What follows belongs to an exercise in optimizing a design on an open flow for small area, a short achievable clock period and few clock cycles per item; a production flow would make more cautious choices.
No run shown here included a check of the RTL's function; only the layout flow was run.
Power is estimated from default activity; no workload was simulated.

**design.v**
```verilog
module sampledec(received,clk,start,ctrl,corrected,decodedOp,nerr,done);
  input [14:0] received; input clk; input start; input ctrl;
  output [7:0] corrected; output [1:0] nerr; output [14:0] decodedOp; output done;
  reg done_q, ctrl_q;
  always @(posedge clk) begin ctrl_q <= ctrl; if (start) done_q <= 1'b1; end
  assign done = done_q;
  wire t_1; bx2 u_t_1(.a(received[2]),.b(received[5]),.y(t_1));
  wire t_2; bx2 u_t_2(.a(received[4]),.b(received[13]),.y(t_2));
  wire t_3; bx2 u_t_3(.a(t_1),.b(t_2),.y(t_3));
  wire t_4; bx2 u_t_4(.a(received[3]),.b(received[7]),.y(t_4));
  wire t_5; bx2 u_t_5(.a(received[9]),.b(received[10]),.y(t_5));
  wire t_6; bx2 u_t_6(.a(t_4),.b(t_5),.y(t_6));
  wire x1; bx2 u_x1(.a(t_3),.b(t_6),.y(x1));
  wire t_7; bx2 u_t_7(.a(received[5]),.b(received[8]),.y(t_7));
  wire t_8; bx2 u_t_8(.a(received[12]),.b(received[13]),.y(t_8));
  wire t_9; bx2 u_t_9(.a(t_7),.b(t_8),.y(t_9));
  wire t_10; bx2 u_t_10(.a(received[1]),.b(received[7]),.y(t_10));
  wire t_11; bx2 u_t_11(.a(received[6]),.b(received[10]),.y(t_11));
  wire t_12; bx2 u_t_12(.a(t_10),.b(t_11),.y(t_12));
  wire x4; bx2 u_x4(.a(t_9),.b(t_12),.y(x4));
  wire t_13; bx2 u_t_13(.a(received[8]),.b(received[9]),.y(t_13));
  wire t_14; bx2 u_t_14(.a(received[11]),.b(received[13]),.y(t_14));
  wire t_15; bx2 u_t_15(.a(t_13),.b(t_14),.y(t_15));
  wire t_16; bx2 u_t_16(.a(received[0]),.b(received[10]),.y(t_16));
  wire t_17; bx2 u_t_17(.a(received[1]),.b(received[4]),.y(t_17));
  wire t_18; bx2 u_t_18(.a(t_16),.b(t_17),.y(t_18));
  wire x7; bx2 u_x7(.a(t_15),.b(t_18),.y(x7));
  wire t_19; bx2 u_t_19(.a(received[2]),.b(received[6]),.y(t_19));
  wire t_20; bx2 u_t_20(.a(received[7]),.b(received[14]),.y(t_20));
  wire t_21; bx2 u_t_21(.a(t_19),.b(t_20),.y(t_21));
  wire x13; bx2 u_x13(.a(t_18),.b(t_21),.y(x13));
  wire t_22; bx2 u_t_22(.a(t_19),.b(t_13),.y(t_22));
  wire lm6 = t_22;
  wire lm7 = t_3;
  wire t_23; bx2 u_t_23(.a(t_1),.b(t_4),.y(t_23));
  wire lm8; bx2 u_lm8(.a(t_15),.b(t_23),.y(lm8));
  wire lm9; bx2 u_lm9(.a(t_9),.b(t_21),.y(lm9));
  wire t_24; bx2 u_t_24(.a(t_10),.b(t_7),.y(t_24));
  wire lm10 = t_24;
  wire x0; bx2 u_x0(.a(x1),.b(x4),.y(x0));
  wire x14; bx2 u_x14(.a(x1),.b(x7),.y(x14));
  wire x12; bx2 u_x12(.a(x1),.b(x13),.y(x12));
  wire x3; bx2 u_x3(.a(x4),.b(x7),.y(x3));
  wire x11; bx2 u_x11(.a(x4),.b(x13),.y(x11));
  wire x5; bx2 u_x5(.a(x7),.b(x13),.y(x5));
  wire s1z = ~(x1 | x4 | x7 | x13);
  wire s3z = ~(lm6 | lm7 | lm8 | lm9);
  wire zz = s1z & s3z;
  wire cn0 = ~(x0 | x5);
  wire cn1 = ~(x1 | x11);
  wire cn2 = ~(x7 | x12);
  wire cn3 = ~(x3 | x13);
  wire cn4 = ~(x4 | x14);
  wire sz1 = (x1 | zz);
  wire sz3 = (x5 | zz);
  wire sz4 = (x14 | zz);
  wire t_25; bx2 u_t_25(.a(lm6),.b(cn0),.y(t_25));
  wire t_26; bx2 u_t_26(.a(lm7),.b(cn1),.y(t_26));
  wire t_27; bxn2 u_t_27(.a(lm8),.b(cn2),.y(t_27));
  wire t_28; bxn2 u_t_28(.a(lm9),.b(cn3),.y(t_28));
  wire t_29; bx2 u_t_29(.a(lm10),.b(cn4),.y(t_29));
  reg [14:0] r; reg [10:0] sq;
  always @(posedge clk) if (start) begin r <= received; sq <= {t_29, t_28, t_27, t_26, t_25, x11, sz4, sz3, x4, sz1, x0}; end
  wire fn0; bx2 u_fn0(.a(sq[3]),.b(sq[6]),.y(fn0));
  wire fn1; bx2 u_fn1(.a(sq[5]),.b(sq[7]),.y(fn1));
  wire fn2; bxn2 u_fn2(.a(sq[4]),.b(sq[8]),.y(fn2));
  wire fn3; bxn2 u_fn3(.a(sq[2]),.b(sq[9]),.y(fn3));
  wire fn4; bx2 u_fn4(.a(sq[4]),.b(sq[10]),.y(fn4));
  wire fn5; bx2 u_fn5(.a(sq[0]),.b(sq[6]),.y(fn5));
  wire fn7; bxn2 u_fn7(.a(sq[3]),.b(sq[8]),.y(fn7));
  wire fn8; bxn2 u_fn8(.a(sq[5]),.b(sq[9]),.y(fn8));
  wire fn11; bx2 u_fn11(.a(sq[1]),.b(sq[7]),.y(fn11));
  wire fn12; bxn2 u_fn12(.a(sq[1]),.b(sq[8]),.y(fn12));
  wire fn13; bxn2 u_fn13(.a(sq[3]),.b(sq[9]),.y(fn13));
  wire fn14; bx2 u_fn14(.a(sq[2]),.b(sq[10]),.y(fn14));
  wire nfl0; bnand4 u_nfl0(.a(fn8),.b(fn4),.c(fn2),.d(fn1),.y(nfl0));
  wire nfl1; bnand4 u_nfl1(.a(sq[10]),.b(fn5),.c(fn3),.d(fn2),.y(nfl1));
  wire nfl2; bnand4 u_nfl2(.a(sq[6]),.b(sq[7]),.c(fn4),.d(fn3),.y(nfl2));
  wire nfl3; bnand4 u_nfl3(.a(fn11),.b(fn7),.c(fn5),.d(fn4),.y(nfl3));
  wire nfl4; bnand4 u_nfl4(.a(fn12),.b(fn8),.c(sq[7]),.d(fn5),.y(nfl4));
  wire nfl5; bnand4 u_nfl5(.a(fn13),.b(sq[10]),.c(fn7),.d(sq[7]),.y(nfl5));
  wire nfl6; bnand4 u_nfl6(.a(fn14),.b(sq[6]),.c(fn8),.d(fn7),.y(nfl6));
  wire nfl7; bnand4 u_nfl7(.a(fn0),.b(fn11),.c(sq[10]),.d(fn8),.y(nfl7));
  wire nfl8; bnand4 u_nfl8(.a(fn1),.b(fn12),.c(sq[6]),.d(sq[10]),.y(nfl8));
  wire nfl9; bnand4 u_nfl9(.a(fn2),.b(fn13),.c(fn11),.d(sq[6]),.y(nfl9));
  wire nfl10; bnand4 u_nfl10(.a(fn3),.b(fn14),.c(fn12),.d(fn11),.y(nfl10));
  wire nfl11; bnand4 u_nfl11(.a(fn4),.b(fn0),.c(fn13),.d(fn12),.y(nfl11));
  wire nfl12; bnand4 u_nfl12(.a(fn5),.b(fn1),.c(fn14),.d(fn13),.y(nfl12));
  wire nfl13; bnand4 u_nfl13(.a(sq[7]),.b(fn2),.c(fn0),.d(fn14),.y(nfl13));
  wire nfl14; bnand4 u_nfl14(.a(fn7),.b(fn3),.c(fn1),.d(fn0),.y(nfl14));
  wire d0; bxn2 u_d0(.a(r[0]),.b(nfl0),.y(d0));
  wire d1; bxn2 u_d1(.a(r[1]),.b(nfl1),.y(d1));
  wire d2; bxn2 u_d2(.a(r[2]),.b(nfl2),.y(d2));
  wire d3; bxn2 u_d3(.a(r[3]),.b(nfl3),.y(d3));
  wire d4; bxn2 u_d4(.a(r[4]),.b(nfl4),.y(d4));
  wire d5; bxn2 u_d5(.a(r[5]),.b(nfl5),.y(d5));
  wire d6; bxn2 u_d6(.a(r[6]),.b(nfl6),.y(d6));
  wire d7; bxn2 u_d7(.a(r[7]),.b(nfl7),.y(d7));
  wire d8; bxn2 u_d8(.a(r[8]),.b(nfl8),.y(d8));
  wire d9; bxn2 u_d9(.a(r[9]),.b(nfl9),.y(d9));
  wire d10; bxn2 u_d10(.a(r[10]),.b(nfl10),.y(d10));
  wire d11; bxn2 u_d11(.a(r[11]),.b(nfl11),.y(d11));
  wire d12; bxn2 u_d12(.a(r[12]),.b(nfl12),.y(d12));
  wire d13; bxn2 u_d13(.a(r[13]),.b(nfl13),.y(d13));
  wire d14; bxn2 u_d14(.a(r[14]),.b(nfl14),.y(d14));
  assign decodedOp = {d14, d13, d12, d11, d10, d9, d8, d7, d6, d5, d4, d3, d2, d1, d0};
  wire t_30; bx2 u_t_30(.a(sq[0]),.b(sq[3]),.y(t_30));
  wire ty0; bxn2 u_ty0(.a(t_30),.b(sq[6]),.y(ty0));
  wire t_31; bx2 u_t_31(.a(sq[1]),.b(sq[5]),.y(t_31));
  wire ty1; bxn2 u_ty1(.a(t_31),.b(sq[7]),.y(ty1));
  wire t_32; bx2 u_t_32(.a(sq[2]),.b(sq[5]),.y(t_32));
  wire ty2; bx2 u_ty2(.a(t_32),.b(sq[8]),.y(ty2));
  wire t_33; bx2 u_t_33(.a(sq[1]),.b(sq[4]),.y(t_33));
  wire ty3; bx2 u_ty3(.a(t_33),.b(sq[9]),.y(ty3));
  wire n0; bnor4 u_n0(.a(ty0),.b(ty1),.c(ty2),.d(ty3),.y(n0));
  wire n1; bn1 u_n1(.nf({nfl14, nfl13, nfl12, nfl11, nfl10, nfl9, nfl8, nfl7, nfl6, nfl5, nfl4, nfl3, nfl2, nfl1, nfl0}),.n0(n0),.y(n1));
  assign nerr = {n1, n0};
  wire co0; bmux u_co0(.s(ctrl_q),.a(d0),.b(d7),.y(co0));
  wire co1; bmux u_co1(.s(ctrl_q),.a(d1),.b(d8),.y(co1));
  wire co2; bmux u_co2(.s(ctrl_q),.a(d2),.b(d9),.y(co2));
  wire co3; bmux u_co3(.s(ctrl_q),.a(d3),.b(d10),.y(co3));
  wire co4; bmux u_co4(.s(ctrl_q),.a(d4),.b(d11),.y(co4));
  wire co5; bmux u_co5(.s(ctrl_q),.a(d5),.b(d12),.y(co5));
  wire co6; bmux u_co6(.s(ctrl_q),.a(d6),.b(d13),.y(co6));
  assign corrected = {decodedOp[14] & ctrl_q, co6, co5, co4, co3, co2, co1, co0};
endmodule
module bx2(input a, input b, output y); assign y = a ^ b; endmodule
module bnor4(input a, input b, input c, input d, output y); assign y = ~(a|b|c|d); endmodule
module bmux(input s, input a, input b, output y); assign y = s ? b : a; endmodule
module bn1(input [14:0] nf, input n0, output y); assign y = ~(&nf) & ~n0; endmodule
module bxn2(input a, input b, output y); assign y = ~(a ^ b); endmodule
module bnand4(input a, input b, input c, input d, output y); assign y = ~(a&b&c&d); endmodule
```
**flow/run.sh**
```bash
#!/bin/bash
# The standard layout (standard.sh) with: every port buffered by one fixed cell type,
# power recovery (downsizing of non-critical cells) after global routing, and optional
# extra ORFS settings. The flow's full output goes to standard.log in this folder.
export BUFFER_PORTS_ARGS="-buffer_cell sky130_fd_sc_hd__buf_1"
export RECOVER_POWER=100

bash standard.sh > standard.log 2>&1
```
**standard.sh**
```bash
#!/bin/bash
# synth_recipe.tcl (not shown) runs the flow's synth.tcl, then flattens the netlist and writes it again
# the make line also repeats each setting of config.mk as NAME=value (left out here)
make -C /OpenROAD-flow-scripts/flow DESIGN_CONFIG=/design/flow/config.mk WORK_HOME=/design/flow/orfs CLKGATE_MAP_FILE= SYNTH_SCRIPT=/design/flow/synth_recipe.tcl "${@:-finish}"
```
**config.mk**
```make
export PLATFORM = sky130hd
export DESIGN_NAME = sampledec
export DESIGN_NICKNAME = sampledec
export VERILOG_FILES = /design/flow/design.v
export SDC_FILE = /design/flow/constraint.sdc
export NUM_CORES = 4
export LEC_CHECK = 0
export CAP_MARGIN = 20
export CORE_MARGIN = 2
export CORE_UTILIZATION = 40
export SLEW_MARGIN = 20
export SYNTH_HIERARCHICAL = 1
```
**constraint.sdc**
```tcl
create_clock -name core_clock -period 7.0 [get_ports {clk}]
set_input_delay 1.4000 -clock core_clock [delete_from_list [all_inputs] [get_ports {clk}]]
set_output_delay 1.4000 -clock core_clock [all_outputs]
set_load 0.01 [all_outputs]
```
==> results of run 1 <==
==> modules after synthesis (local to each module, per instance) <==
module	copies in the design	flip-flops and latches
bxn2	25	0
bmux	7	0
bnor4	1	0
sampledec	1	27
bn1	1	0
bx2	51	0
bnand4	15	0
==> cell families (layout without fill, tap and decap cells) <==
logic type      Yosys count  in the layout
compound gates            4              4
xor+xnor                 76             76
buf+inv                  26             48
flops                    27             27
mux                       7              7
other cells               1              1
simple gates             28             28
==> cell type report <==
cell class / instances / area [sq um]
multi-input combinational: 116 / 950
tap: 67 / 83.8
sequential: 27 / 801
clock buffer: 4 / 45.0
fill: 491 / 2710
inverter: 1 / 3.75
timing repair buffer: 43 / 161
==> where the power goes <==
group | switching (mW) | leakage, nW | total (mW) | internal, mW
Combinational | 0.311 | 0.415 | 0.521 | 0.209
Clock | 0.0443 | 0.0228 | 0.0849 | 0.0406
Sequential | 0.0575 | 0.263 | 0.291 | 0.234
==> path summary, 6_finish.rpt <==
path / slack [ns] / to / startpoint / cells after the start
worst max-delay path: 3.54 / corrected[2] / sq[7]$_DFFE_PP_ / 5
worst min-delay path: 1.22 / ctrl_q$_DFF_P_ / ctrl / 1
==> registers in the layout, indices dropped and copies added (netlist names) <==
register and count:
ctrl_q 1, r 15, sq 11
==> layout by cell type, fill, tap and decap left out <==
cell type / instances
conb_1: 1
inv_1: 1
o21bai_1: 3
xor2_1: 51
xnor2_1: 25
buf_1: 41
or4_4: 1
nand4_1: 18
mux2_1: 7
clkbuf_8: 3
o41a_1: 1
nand3_1: 1
or4_1: 1
clkbuf_1: 3
nor4_1: 1
and2_0: 1
dfxtp_1: 1
nor2_1: 5
edfxtp_1: 26
==> critical path: stages (launching register included) <==
cell      delay [ns]
edfxtp_1        0.53
xor2_1          0.38
nand4_1         0.21
xnor2_1         0.22
mux2_1          0.33
buf_1           0.13
==> per-layer routing <==
layer  wire (microns)  global-route usage (%)
met3              166                    1.22
met1             1800                    19.7
met2             1720                    21.6
met5                0                       0
met4               50                    5.16
==> summary.md, run 1 <==
| Metric | Value |
|---|---|
| Die X | `74.3 microns` |
| Setup bufs post-CTS | `0` |
| Share of cells above drive strength 1 | `2.09%` |
| Largest family of logic cells by synthesized area | `XOR/XNOR gates` |
| GRT Total Usage | `13.7%` |
| GP Congestion | `0.832` |
| Placed insts | `254` |
| Inserted Clock Buffers | `3` |
| Initial antenna violation count | `0` |
| Finished Layout Cells | `258` |
| Final hold violation count | `0` |
| Mux contribution to synthesized area | `5.31%` |
| Largest cells by area after synthesis | `edfxtp_1 39%, xor2_1 23%, xnor2_1 11%` |
| Crit-path max FO | `7` |
| H-tree lvl count | `1` |
| CTS clk-pin slew, worst paths | `0.09 ns` |
| Root Driver | `clkbuf_8` |
| DR pass1 iterations | `4` |
| Post-Synth Adder-Cell Area | `0%` |
| Fin. max-slew vios | `0` |
| I/O Pins | `44` |
| Synth Instances | `169` |
| Synth Area in Compound Gates | `1.71%` |
| Total chip power | `897 uW` |
| Most common cell in the netlist | `xor2_1` |
| ANT nets after route | `0` |
| Overall routed net length | `3.74 mm` |
| Simple-Gate Fraction of Synth Area | `8.98%` |
| Place WS | `3.51 ns` |
| Drt drc | `0` |
| HP Class | `in2reg` |
| Setup CP Type | `reg2out` |
| Initial DRC count | `76` |
| Hpwl dp | `3.12 mm` |
| Fin nets | `210` |
| Synthesis Warnings | `7` |
| Post-route core utilization | `43.0%` |
| Slew HR | `9.18%` |
| Setup TNS | `0 ns` |
| CTS tree | `done` |
| Worst-margin pin slew | `1.36 ns` |
| Hold-fix buffers, CTS | `0` |
| Row count | `25` |
| Core ar. | `4750 sq um` |
| Chip Height | `74.3 microns` |
| Max cap viols | `0` |
| RSZ-0062 raised after global routing | `no` |
| Critical Path Start Type | `flop` |
| Die area | `5520 sq um` |
| Ys async rst share | `0%` |
| # diodes | `0` |
| Grt total ovfl | `0` |
| Arrival time at the worst endpoint | `2.06 ns` |
| Pwr/cell area | `439 nW/um^2` |
| Via count of the routed design | `1213` |
| Number of port buffers | `42` |
| Area grow syn2layout | `3.35%` |
| Starting Density | `41.6%` |
| Final WS setup | `3.54 ns` |
| Seq cells post-synth | `27` |
| Maximum vdd drop | `0.158 mV` |
| Drt wl/cell | `14.5 microns` |
| Placed instance area | `2040 sq um` |
| Register area share after synthesis | `40.5%` |
| Ys flop type | `edfxtp_1` |
| Yosys top cell by area | `edfxtp_1` |
| CTS Buffer Depth | `2` |
| EDFF count, synth | `26` |
| Endpoints failing setup | `0` |
| First-pass GRT wire length | `5.70 mm` |
| Lkg Pwr | `0.700 nW` |
| Syn Nets | `187` |
| Post-cts resize count | `0` |
| WP data required | `5.60 ns` |
| Post-synth top cells | `51 x xor2_1, 26 x edfxtp_1, 25 x buf_4, 25 x xnor2_1, 18 x nand4_1` |
| Share of the synthesized area in the top cell type | `39.5%` |
| Clock sinks | `27` |
| Status | `finished clean` |
| Worst hold margin | `1.22 ns` |
| Largest net degree at the start of global routing | `27` |
| Yosys cell types | `16` |
| Syn avg cell area | `11.7 sq um` |
| Critical Path End Type | `output pin` |
| Vias in the first global route | `1181` |
| Syn Std Cell Area | `1980 sq um` |
| Synth Area in XOR/XNOR | `33.6%` |
| Detail-routed via count per cell | `4.70` |
| Fmax | `289 MHz` |
| Period utilization | `49.4%` |
| Post-route cell area | `2040 sq um` |
| Min cycle time layout | `3.46 ns` |
==> run 2, diff against run 1 <==
--- a/design.v
+++ b/design.v
@@ -89,20 +89,20 @@
   wire nfl13; bnand4 u_nfl13(.a(sq[7]),.b(fn2),.c(fn0),.d(fn14),.y(nfl13));
   wire nfl14; bnand4 u_nfl14(.a(fn7),.b(fn3),.c(fn1),.d(fn0),.y(nfl14));
-  wire d0; bxn2 u_d0(.a(r[0]),.b(nfl0),.y(d0));
-  wire d1; bxn2 u_d1(.a(r[1]),.b(nfl1),.y(d1));
-  wire d2; bxn2 u_d2(.a(r[2]),.b(nfl2),.y(d2));
-  wire d3; bxn2 u_d3(.a(r[3]),.b(nfl3),.y(d3));
-  wire d4; bxn2 u_d4(.a(r[4]),.b(nfl4),.y(d4));
-  wire d5; bxn2 u_d5(.a(r[5]),.b(nfl5),.y(d5));
-  wire d6; bxn2 u_d6(.a(r[6]),.b(nfl6),.y(d6));
-  wire d7; bxn2 u_d7(.a(r[7]),.b(nfl7),.y(d7));
-  wire d8; bxn2 u_d8(.a(r[8]),.b(nfl8),.y(d8));
-  wire d9; bxn2 u_d9(.a(r[9]),.b(nfl9),.y(d9));
-  wire d10; bxn2 u_d10(.a(r[10]),.b(nfl10),.y(d10));
-  wire d11; bxn2 u_d11(.a(r[11]),.b(nfl11),.y(d11));
-  wire d12; bxn2 u_d12(.a(r[12]),.b(nfl12),.y(d12));
-  wire d13; bxn2 u_d13(.a(r[13]),.b(nfl13),.y(d13));
-  wire d14; bxn2 u_d14(.a(r[14]),.b(nfl14),.y(d14));
-  assign decodedOp = {d14, d13, d12, d11, d10, d9, d8, d7, d6, d5, d4, d3, d2, d1, d0};
+  wire dn0; bx2 u_dn0(.a(r[0]),.b(nfl0),.y(dn0));
+  wire dn1; bx2 u_dn1(.a(r[1]),.b(nfl1),.y(dn1));
+  wire dn2; bx2 u_dn2(.a(r[2]),.b(nfl2),.y(dn2));
+  wire dn3; bx2 u_dn3(.a(r[3]),.b(nfl3),.y(dn3));
+  wire dn4; bx2 u_dn4(.a(r[4]),.b(nfl4),.y(dn4));
+  wire dn5; bx2 u_dn5(.a(r[5]),.b(nfl5),.y(dn5));
+  wire dn6; bx2 u_dn6(.a(r[6]),.b(nfl6),.y(dn6));
+  wire dn7; bx2 u_dn7(.a(r[7]),.b(nfl7),.y(dn7));
+  wire dn8; bx2 u_dn8(.a(r[8]),.b(nfl8),.y(dn8));
+  wire dn9; bx2 u_dn9(.a(r[9]),.b(nfl9),.y(dn9));
+  wire dn10; bx2 u_dn10(.a(r[10]),.b(nfl10),.y(dn10));
+  wire dn11; bx2 u_dn11(.a(r[11]),.b(nfl11),.y(dn11));
+  wire dn12; bx2 u_dn12(.a(r[12]),.b(nfl12),.y(dn12));
+  wire dn13; bx2 u_dn13(.a(r[13]),.b(nfl13),.y(dn13));
+  wire dn14; bx2 u_dn14(.a(r[14]),.b(nfl14),.y(dn14));
+  assign decodedOp = ~{dn14, dn13, dn12, dn11, dn10, dn9, dn8, dn7, dn6, dn5, dn4, dn3, dn2, dn1, dn0};
   wire t_30; bx2 u_t_30(.a(sq[0]),.b(sq[3]),.y(t_30));
   wire ty0; bxn2 u_ty0(.a(t_30),.b(sq[6]),.y(ty0));
@@ -116,11 +116,11 @@
   wire n1; bn1 u_n1(.nf({nfl14, nfl13, nfl12, nfl11, nfl10, nfl9, nfl8, nfl7, nfl6, nfl5, nfl4, nfl3, nfl2, nfl1, nfl0}),.n0(n0),.y(n1));
   assign nerr = {n1, n0};
-  wire co0; bmux u_co0(.s(ctrl_q),.a(d0),.b(d7),.y(co0));
-  wire co1; bmux u_co1(.s(ctrl_q),.a(d1),.b(d8),.y(co1));
-  wire co2; bmux u_co2(.s(ctrl_q),.a(d2),.b(d9),.y(co2));
-  wire co3; bmux u_co3(.s(ctrl_q),.a(d3),.b(d10),.y(co3));
-  wire co4; bmux u_co4(.s(ctrl_q),.a(d4),.b(d11),.y(co4));
-  wire co5; bmux u_co5(.s(ctrl_q),.a(d5),.b(d12),.y(co5));
-  wire co6; bmux u_co6(.s(ctrl_q),.a(d6),.b(d13),.y(co6));
+  wire co0; bmuxi u_co0(.s(ctrl_q),.a(dn0),.b(dn7),.y(co0));
+  wire co1; bmuxi u_co1(.s(ctrl_q),.a(dn1),.b(dn8),.y(co1));
+  wire co2; bmuxi u_co2(.s(ctrl_q),.a(dn2),.b(dn9),.y(co2));
+  wire co3; bmuxi u_co3(.s(ctrl_q),.a(dn3),.b(dn10),.y(co3));
+  wire co4; bmuxi u_co4(.s(ctrl_q),.a(dn4),.b(dn11),.y(co4));
+  wire co5; bmuxi u_co5(.s(ctrl_q),.a(dn5),.b(dn12),.y(co5));
+  wire co6; bmuxi u_co6(.s(ctrl_q),.a(dn6),.b(dn13),.y(co6));
   assign corrected = {decodedOp[14] & ctrl_q, co6, co5, co4, co3, co2, co1, co0};
 endmodule
@@ -128,4 +128,5 @@
 module bnor4(input a, input b, input c, input d, output y); assign y = ~(a|b|c|d); endmodule
 module bmux(input s, input a, input b, output y); assign y = s ? b : a; endmodule
+module bmuxi(input s, input a, input b, output y); assign y = ~(s ? b : a); endmodule
 module bn1(input [14:0] nf, input n0, output y); assign y = ~(&nf) & ~n0; endmodule
 module bxn2(input a, input b, output y); assign y = ~(a ^ b); endmodule
--- a/flow/run.sh
+++ b/flow/run.sh
@@ -5,4 +5,4 @@
 export BUFFER_PORTS_ARGS="-buffer_cell sky130_fd_sc_hd__buf_1"
 export RECOVER_POWER=100
-
+export CTS_ARGS="-sink_clustering_enable -repair_clock_nets -sink_buffer_max_cap_derate 1.0 -dont_use_dummy_load -buf_list sky130_fd_sc_hd__clkbuf_8 -root_buf sky130_fd_sc_hd__clkbuf_8"
 bash standard.sh > standard.log 2>&1
==> summary.md, run 2 <==
| Metric | Value |
|---|---|
| Min cycle time layout | `3.37 ns (-0.0883 ns)` |
| HP Class | `in2reg` |
| Overall routed net length | `3.81 mm (+1.9%)` |
| CTS Buffer Depth | `2 (unchanged)` |
| Most frequent cells in the layout | `66 x xor2_1, 41 x buf_1, 26 x edfxtp_1` |
| Slew HR | `9.94% (+0.76 points)` |
| Vias in the first global route | `1260 (+6.7%)` |
| H-tree lvl count | `1 (unchanged)` |
| Yosys top cell by area | `edfxtp_1` |
| Crit-path max cell delay | `0.53 ns (about the same)` |
| First-pass GRT wire length | `6.00 mm (+5.3%)` |
| Syn avg cell area | `11.2 sq um (-4.6%)` |
| DR pass1 iterations | `4 (unchanged)` |
| GRT Total Usage | `14.8% (+1.1 points)` |
| Met1 usage | `19.7% (about the same)` |
| Syn Std Cell Area | `1890 sq um (-4.6%)` |
| Total chip power | `897 uW (about the same)` |
| Initial antenna violation count | `0 (unchanged)` |
| Chip Height | `72.7 microns (-2.2%)` |
| WP data required | `5.60 ns (about the same)` |
| Max cap viols | `0 (unchanged)` |
| Number of port buffers | `42 (unchanged)` |
| GR Util met3 | `0.829% (-0.39 points)` |
| Largest net degree at the start of global routing | `27 (unchanged)` |
| Row count | `24 (-4.0%)` |
| Crit-path most repeated cell | `nand4_1` |
| Fin nets | `225 (+7.1%)` |
| I/O Pins | `44 (unchanged)` |
| Place WS | `3.54 ns (+0.0358 ns)` |
| Busiest grt layer | `met2` |
| Share of cells above drive strength 1 | `1.95% (-0.14 points)` |
| Yosys cell types | `16 (unchanged)` |
| Detail-routed via count per cell | `4.94 (+5.1%)` |
| Starting Density | `42.5% (+0.85 points)` |
| EDFF count, synth | `26 (unchanged)` |
| Top reg by flops | `r` |
| GP Congestion | `0.834 (+0.17%)` |
| Ys flop type | `edfxtp_1` |
| CTS clk-pin slew, worst paths | `0.08 ns (about the same)` |
| Syn Nets | `187 (unchanged)` |
| Hpwl dp | `3.17 mm (+1.7%)` |
| Critical Path End Type | `output pin` |
| Finished Layout Cells | `257 (-0.39%)` |
| Setup CP Type | `reg2out` |
| Core ar. | `4440 sq um (-6.5%)` |
| Status | `finished clean` |
| Crit-path max FO | `7 (unchanged)` |
| Placed instance area | `2040 sq um (+0.12%)` |
| Synth Instances | `169 (unchanged)` |
| Share of the synthesized area in the top cell type | `41.4% (+1.9 points)` |
| Synthesis Warnings | `7 (unchanged)` |
| Period utilization | `48.1% (-1.3 points)` |
| Grt total ovfl | `0 (unchanged)` |
| Hold-fix buffers, CTS | `0 (unchanged)` |
| Fin. max-slew vios | `0 (unchanged)` |
| Top flop regs | `r: 15 flops, sq: 11 flops, ctrl_q: 1 flops` |
| # diodes | `0 (unchanged)` |
| Lkg Pwr | `0.790 nW (+13%)` |
| Post-cts resize count | `0 (unchanged)` |
| Drt drc | `0 (unchanged)` |
| Pwr/cell area | `433 nW/um^2 (-1.2%)` |
| ANT nets after route | `0 (unchanged)` |
| Fmax | `297 MHz (+2.6%)` |
| CP max-delay cell | `edfxtp_1` |
| Initial DRC count | `104 (+37%)` |
| Via count of the routed design | `1270 (+4.7%)` |
| Final WS setup | `3.63 ns (+0.0883 ns)` |
| Largest cells by area after synthesis | `edfxtp_1 41%, xor2_1 31%, nand4_1 6.0%` |
| Worst-margin pin slew | `1.35 ns (-0.0114 ns)` |
| Commonest non-fill, non-tap cell in the layout | `xor2_1` |
| Critical path cell sequence | `xor2_1, nand4_1, nand4_1, o41a_1, buf_1` |
| RSZ-0062 raised after global routing | `no` |
| Seq cells post-synth | `27 (unchanged)` |
| Most common cell in the netlist | `xor2_1` |
| Post-route cell area | `2070 sq um (+1.2%)` |
| Maximum vdd drop | `0.151 mV (-4.7%)` |
| Placed insts | `254 (unchanged)` |
| Setup bufs post-CTS | `0 (unchanged)` |
| Ys async rst share | `0% (unchanged)` |
| Area grow syn2layout | `9.68%` |
| GRT met2 Usage | `24.7% (+3.1 points)` |
| Die X | `72.7 microns (-2.2%)` |
| Setup TNS | `0 ns (unchanged)` |
| Critical Path Start Type | `flop` |
| Final hold violation count | `0 (unchanged)` |
| Endpoints failing setup | `0 (unchanged)` |
| Max reg flops | `15 (unchanged)` |
| CTS tree | `done` |
| Clock sinks | `27 (unchanged)` |
| Arrival time at the worst endpoint | `1.97 ns (-0.09 ns)` |
| Register area share after synthesis | `42.4% (+2.0 points)` |
| Inserted Clock Buffers | `3 (unchanged)` |
| Die area | `5280 sq um (-4.4%)` |
| FILL cells | `428 (-13%)` |
| Root Driver | `clkbuf_8` |
| Drt wl/cell | `14.8 microns (+2.3%)` |
| Post-synth top cells | `66 x xor2_1, 26 x edfxtp_1, 18 x nand4_1, 16 x inv_1` |
-- run 2: changes by cell type after synthesis, sizes merged --
cell	change
inv	+15
buf	-15
mux2i	+7
xnor2	-15
xor2	+15
mux2	-7
and2	-1
nor2b	+1
-- run 2: kinds of logic (layout without fill, tap and decap cells) --
| kind of cell | Yosys count | count (layout) | share of synthesized area [%] |
|---|---|---|---|
| other | 1 | 1 | 0.199 |
| xor gates and xnor gates | 76 | 76 | 35.3 |
| buffers and inverters | 26 | 62 | 7.16 |
| and+or+nand+nor | 28 | 28 | 9.42 |
| AOI/OAI and AO/OA | 4 | 4 | 1.79 |
| DFF | 27 | 27 | 42.4 |
| muxes | 7 | 7 | 3.71 |
-- run 2: modules after synthesis, one instance, submodules excluded --
module     flops+latches  area, sq um
bnor4                  0         12.5
bmuxi                  0         10.0
bn1                    0         38.8
bxn2                   0         8.76
bx2                    0         8.76
bnand4                 0         6.26
sampledec             27         1010
-- run 2: area by class of cell --
class                           instances  area (sq um)  share of cell area [%]
Clock buffer                            3          41.3                    2.00
Inverter                               16          60.1                    2.90
Multi-Input combinational cell        116           941                    45.5
Sequential cell                        27           801                    38.7
Tap cell                               52          65.1                    3.14
Timing Repair Buffer                   43           161                    7.80
-- run 2: worst max-delay path, delay by kind of cell (launching register included) --
family                    cells  cell delay [ns]
DFF                           1             0.53
AOI/OAI and AO/OA             1             0.45
and+or+nand+nor               2             0.32
xor gates and xnor gates      1             0.26
buffers and inverters         1             0.14
-- run 2: metrics by stage --
step | hold WS, ns | utilization (%)
after floorplan | 1.43 | -
after global placement | 1.49 | 45.9
after detailed placement | 1.50 | 45.9
after CTS | 1.22 | 46.9
after global routing | 1.21 | 46.6
final | 1.23 | 46.6
-- run 2: power by group --
group	leakage [nW]	internal, mW	switching, mW
logic	0.505	0.203	0.324
registers	0.263	0.234	0.0564
clock network	0.0216	0.0384	0.0413
-- run 2: final timing paths --
check,from,slack [ns],endpoint,cells after the start
max,sq[7]$_DFFE_PP_,3.63,nerr[1],5
min,ctrl,1.23,ctrl_q$_DFF_P_,1
-- run 2: layer usage --
layer | part of all wire [%] | wire length [microns]
met1 | 46 | 1750
met2 | 48 | 1830
met3 | 4.0 | 153
met4 | 2.0 | 78
met5 | 0 | 0
==> run 3, diff against run 2 <==
--- a/design.v
+++ b/design.v
@@ -52,7 +52,7 @@
   wire cn3 = ~(x3 | x13);
   wire cn4 = ~(x4 | x14);
-  wire sz1 = (x1 | zz);
+  wire sz2 = (x4 | zz);
   wire sz3 = (x5 | zz);
-  wire sz4 = (x14 | zz);
+  wire sz5 = (x11 | zz);
   wire t_25; bx2 u_t_25(.a(lm6),.b(cn0),.y(t_25));
   wire t_26; bx2 u_t_26(.a(lm7),.b(cn1),.y(t_26));
@@ -61,5 +61,5 @@
   wire t_29; bx2 u_t_29(.a(lm10),.b(cn4),.y(t_29));
   reg [14:0] r; reg [10:0] sq;
-  always @(posedge clk) if (start) begin r <= received; sq <= {t_29, t_28, t_27, t_26, t_25, x11, sz4, sz3, x4, sz1, x0}; end
+  always @(posedge clk) if (start) begin r <= received; sq <= {t_29, t_28, t_27, t_26, t_25, sz5, x14, sz3, sz2, x1, x0}; end
   wire fn0; bx2 u_fn0(.a(sq[3]),.b(sq[6]),.y(fn0));
   wire fn1; bx2 u_fn1(.a(sq[5]),.b(sq[7]),.y(fn1));
==> summary.md, run 3 <==
| Metric | Value |
|---|---|
| Maximum vdd drop | `0.122 mV (-19%)` |
| Setup bufs post-CTS | `0 (unchanged)` |
| Post-route cell area | `2070 sq um (-0.18%)` |
| CP max-delay cell | `edfxtp_1` |
| Min cycle time layout | `3.31 ns (-0.0557 ns)` |
| Seq cells post-synth | `27 (unchanged)` |
| Ys async rst share | `0% (unchanged)` |
| Synth Area in XOR/XNOR | `35.4% (+0.14 points)` |
| Drt wl/cell | `14.1 microns (-4.9%)` |
| Root Driver | `clkbuf_8` |
| Post-cts resize count | `0 (unchanged)` |
| Synthesis Warnings | `7 (unchanged)` |
| Total chip power | `883 uW (-1.5%)` |
| Setup CP Type | `reg2out` |
| Fin nets | `225 (unchanged)` |
| Setup TNS | `0 ns (unchanged)` |
| Synth Instances | `169 (unchanged)` |
| Area grow syn2layout | `9.92%` |
| Top flop regs | `r: 15 flops, sq: 11 flops, ctrl_q: 1 flops` |
| Clock sinks | `27 (unchanged)` |
| Grt total ovfl | `0 (unchanged)` |
| Sequential Power Share | `32.8% (+0.5 points)` |
| Max reg flops | `15 (unchanged)` |
| Vias in the first global route | `1221 (-3.1%)` |
| Syn Std Cell Area | `1880 sq um (-0.40%)` |
| Mux contribution to synthesized area | `3.73% (+0.015 points)` |
| Max cap viols | `0 (unchanged)` |
| Die X | `72.5 microns (-0.19%)` |
| Placed instance area | `2030 sq um (-0.37%)` |
| Core ar. | `4440 sq um (unchanged)` |
| Largest family of logic cells by synthesized area | `XOR/XNOR gates` |
| Yosys top cell by area | `edfxtp_1` |
| Critical Path End Type | `output pin` |
| Final hold violation count | `0 (unchanged)` |
| Ys flop type | `edfxtp_1` |
| RSZ-0062 raised after global routing | `no` |
| Inserted Clock Buffers | `3 (unchanged)` |
| CTS Buffer Depth | `2 (unchanged)` |
| Worst-margin pin slew | `1.36 ns (+0.0125 ns)` |
| Arrival time at the worst endpoint | `1.91 ns (-0.06 ns)` |
| Crit path from | `sq[7]$_DFFE_PP_` |
| CTS clk-pin slew, worst paths | `0.09 ns (about the same)` |
| Die area | `5260 sq um (-0.37%)` |
| Post-synth top cells | `66 x xor2_1, 26 x edfxtp_1, 18 x nand4_1, 16 x inv_1` |
| Share of cells above drive strength 1 | `1.46% (-0.49 points)` |
| GP Congestion | `0.794 (-4.8%)` |
| Number of port buffers | `42 (unchanged)` |
| Yosys cell types | `16 (unchanged)` |
| Via count of the routed design | `1281 (+0.87%)` |
| Chip Height | `72.5 microns (-0.19%)` |
| HP Class | `in2reg` |
| CTS tree | `done` |
| Crit-path most repeated cell | `nand4_1` |
| Clock power frac | `9.0% (about the same)` |
| Fin. max-slew vios | `0 (unchanged)` |
| Largest net degree at the start of global routing | `27 (unchanged)` |
| Gate power share | `58.2% (-0.6 points)` |
| Overall routed net length | `3.62 mm (-4.9%)` |
| Initial DRC count | `122 (+17%)` |
| Sw frac | `46.3% (-0.72 points)` |
| Detail-routed via count per cell | `4.98 (+0.87%)` |
| Critical path cell sequence | `xor2_1, nand4_1, nand4_1, o41a_1, buf_1` |
| Hold-fix buffers, CTS | `0 (unchanged)` |
| Drt drc | `0 (unchanged)` |
| Syn avg cell area | `11.1 sq um (-0.40%)` |
| Top Layer Used | `met4` |
| Most common cell in the netlist | `xor2_1` |
| EDFF count, synth | `26 (unchanged)` |
| Slew HR | `9.10% (-0.83 points)` |
| Finished Layout Cells | `257 (unchanged)` |
| Syn Nets | `187 (unchanged)` |
| Switching power | `409 uW (-3.0%)` |
| I/O Pins | `44 (unchanged)` |
| Crit-path max cell delay | `0.52 ns (about the same)` |
| Starting Density | `42.3% (-0.17 points)` |
| Placed insts | `254 (unchanged)` |
| Register area share after synthesis | `42.6% (+0.17 points)` |
| Period utilization | `47.3% (-0.80 points)` |
| Commonest non-fill, non-tap cell in the layout | `xor2_1` |
| ANT nets after route | `0 (unchanged)` |
| Hpwl dp | `3.00 mm (-5.5%)` |
| Place WS | `3.49 ns (-0.0493 ns)` |
| End point of the critical path | `nerr[1]` |
| Final WS setup | `3.69 ns (+0.0557 ns)` |
| # diodes | `0 (unchanged)` |
| First-pass GRT wire length | `5.60 mm (-6.7%)` |
| DRT met1 WL | `1.72 mm (-1.8%)` |
| H-tree lvl count | `1 (unchanged)` |
| Share of the synthesized area in the top cell type | `41.5% (+0.17 points)` |
| Top reg by flops | `r` |
| Row count | `24 (unchanged)` |
| Critical Path Start Type | `flop` |
| Pwr/cell area | `428 nW/um^2 (-1.3%)` |
| GRT Total Usage | `14.0% (-0.80 points)` |
| WL met3 | `120 microns (-22%)` |
| Endpoints failing setup | `0 (unchanged)` |
| Largest cells by area after synthesis | `edfxtp_1 42%, xor2_1 31%, nand4_1 6.0%` |
| WP data required | `5.60 ns (about the same)` |
| Post-route core utilization | `46.5% (-0.084 points)` |
| Cell-internal power | `474 uW (-0.16%)` |
| Status | `finished clean` |
| Crit-path max FO | `7 (unchanged)` |
| Simple-Gate Fraction of Synth Area | `9.05% (-0.36 points)` |
| Most frequent cells in the layout | `66 x xor2_1, 40 x buf_1, 26 x edfxtp_1` |
| DR pass1 iterations | `4 (unchanged)` |
| Worst hold margin | `1.22 ns (-0.00812 ns)` |
| Synth Area in Compound Gates | `1.80% (+0.0072 points)` |
| Wire length on met2 | `1.69 mm (-7.3%)` |
| Lkg Pwr | `0.788 nW (-0.20%)` |
| Initial antenna violation count | `0 (unchanged)` |
| Post-Synth Adder-Cell Area | `0% (unchanged)` |
| Fmax | `302 MHz (+1.7%)` |
## run 3: layout make-up
| cell class | instances | area [sq um] |
|---|---|---|
| clock buffer | 3 | 41.3 |
| sequential | 27 | 801 |
| timing repair buffer | 43 | 161 |
| inverter | 16 | 60.1 |
| fill | 451 | 2380 |
| tap | 52 | 65.1 |
| multi-input combinational | 116 | 937 |
## run 3: worst min-delay path by stage
stage          startpoint             end  slack (ns)  cells after the start
6_report             ctrl  ctrl_q$_DFF_P_        1.22                      1
5_1_grt              ctrl  ctrl_q$_DFF_P_        1.20                      1
4_1_cts              ctrl  ctrl_q$_DFF_P_        1.21                      1
3_5_place_dp         ctrl  ctrl_q$_DFF_P_        1.50                      1
3_3_place_gp         ctrl  ctrl_q$_DFF_P_        1.49                      1
2_1_floorplan        ctrl  ctrl_q$_DFF_P_        1.43                      0
## run 3: kinds of logic after synthesis
family,after synthesis
other,1
buffers and inverters,26
XOR/XNOR,76
multiplexers,7
AND/OR/NAND/NOR,28
AO/OA/AOI/OAI,4
flip-flops,27
## run 3: critical path: cells and delay by family, from the launching register on
kind | cells | cell delay, ns
flip-flops | 1 | 0.52
buffers and inverters | 1 | 0.14
AO/OA/AOI/OAI | 1 | 0.44
AND/OR/NAND/NOR | 2 | 0.30
XOR/XNOR | 1 | 0.25
## run 3: routing by layer
metal / track usage [%] / vias up
met5: 0 / -
met4: 7.82 / 0
met3: 0.556 / 6
met2: 21.7 / 48
met1: 19.8 / 594
li1: - / 633
## run 3: power groups by stage
stage | logic, mW | clock network [mW] | registers, mW
CTS | 0.523 | 0.0828 | 0.289
global placement | 0.522 | 0 | 0.294
detailed placement | 0.520 | 0 | 0.293
floorplan | 0.443 | 0 | 0.279
global route | 0.572 | 0.0879 | 0.296
finish | 0.514 | 0.0795 | 0.289
## run 3: Yosys stat by module (local to each module, per instance)
module / flops+latches / area (sq um) / cells
sampledec: 27 / 998 / 64
bx2: 0 / 8.76 / 1
bmuxi: 0 / 10.0 / 1
bxn2: 0 / 8.76 / 1
bnor4: 0 / 12.5 / 1
bn1: 0 / 38.8 / 6
bnand4: 0 / 6.26 / 1

[port drivers added, routing unchanged]
The flow's constraints put no driver on any port. The routed layouts listed below were extracted and timed again, unchanged, in two steps. Step 1, drivers: a clkbuf_16 drives clk and a buf_2 each remaining input, both assumed. Step 2 adds t to the input delays and takes it off the output delays; t is the mean of the earliest and latest rising clock arrival at the registers after step 1. Input paths then give back, and output paths get back, about the clock's delay inside the block. Slacks: ideal ports / drivers / drivers and shift; pairs: ideal ports / drivers.
run | t, ns | setup slack, ns | worst hold slack (ns)
run 1 | 0.282 | 3.542 / 3.519 / 3.551 | 1.220 / 1.223 / 1.505
run 2 | 0.282 | 3.630 / 3.605 / 3.590 | 1.227 / 1.226 / 1.509
run 3 | 0.284 | 3.686 / 3.662 / 3.513 | 1.219 / 1.217 / 1.501
After both steps every run listed still meets setup and hold. The setup slack of run 3, which loses most, moves by -0.024 ns with the drivers and by -0.173 ns with both steps.
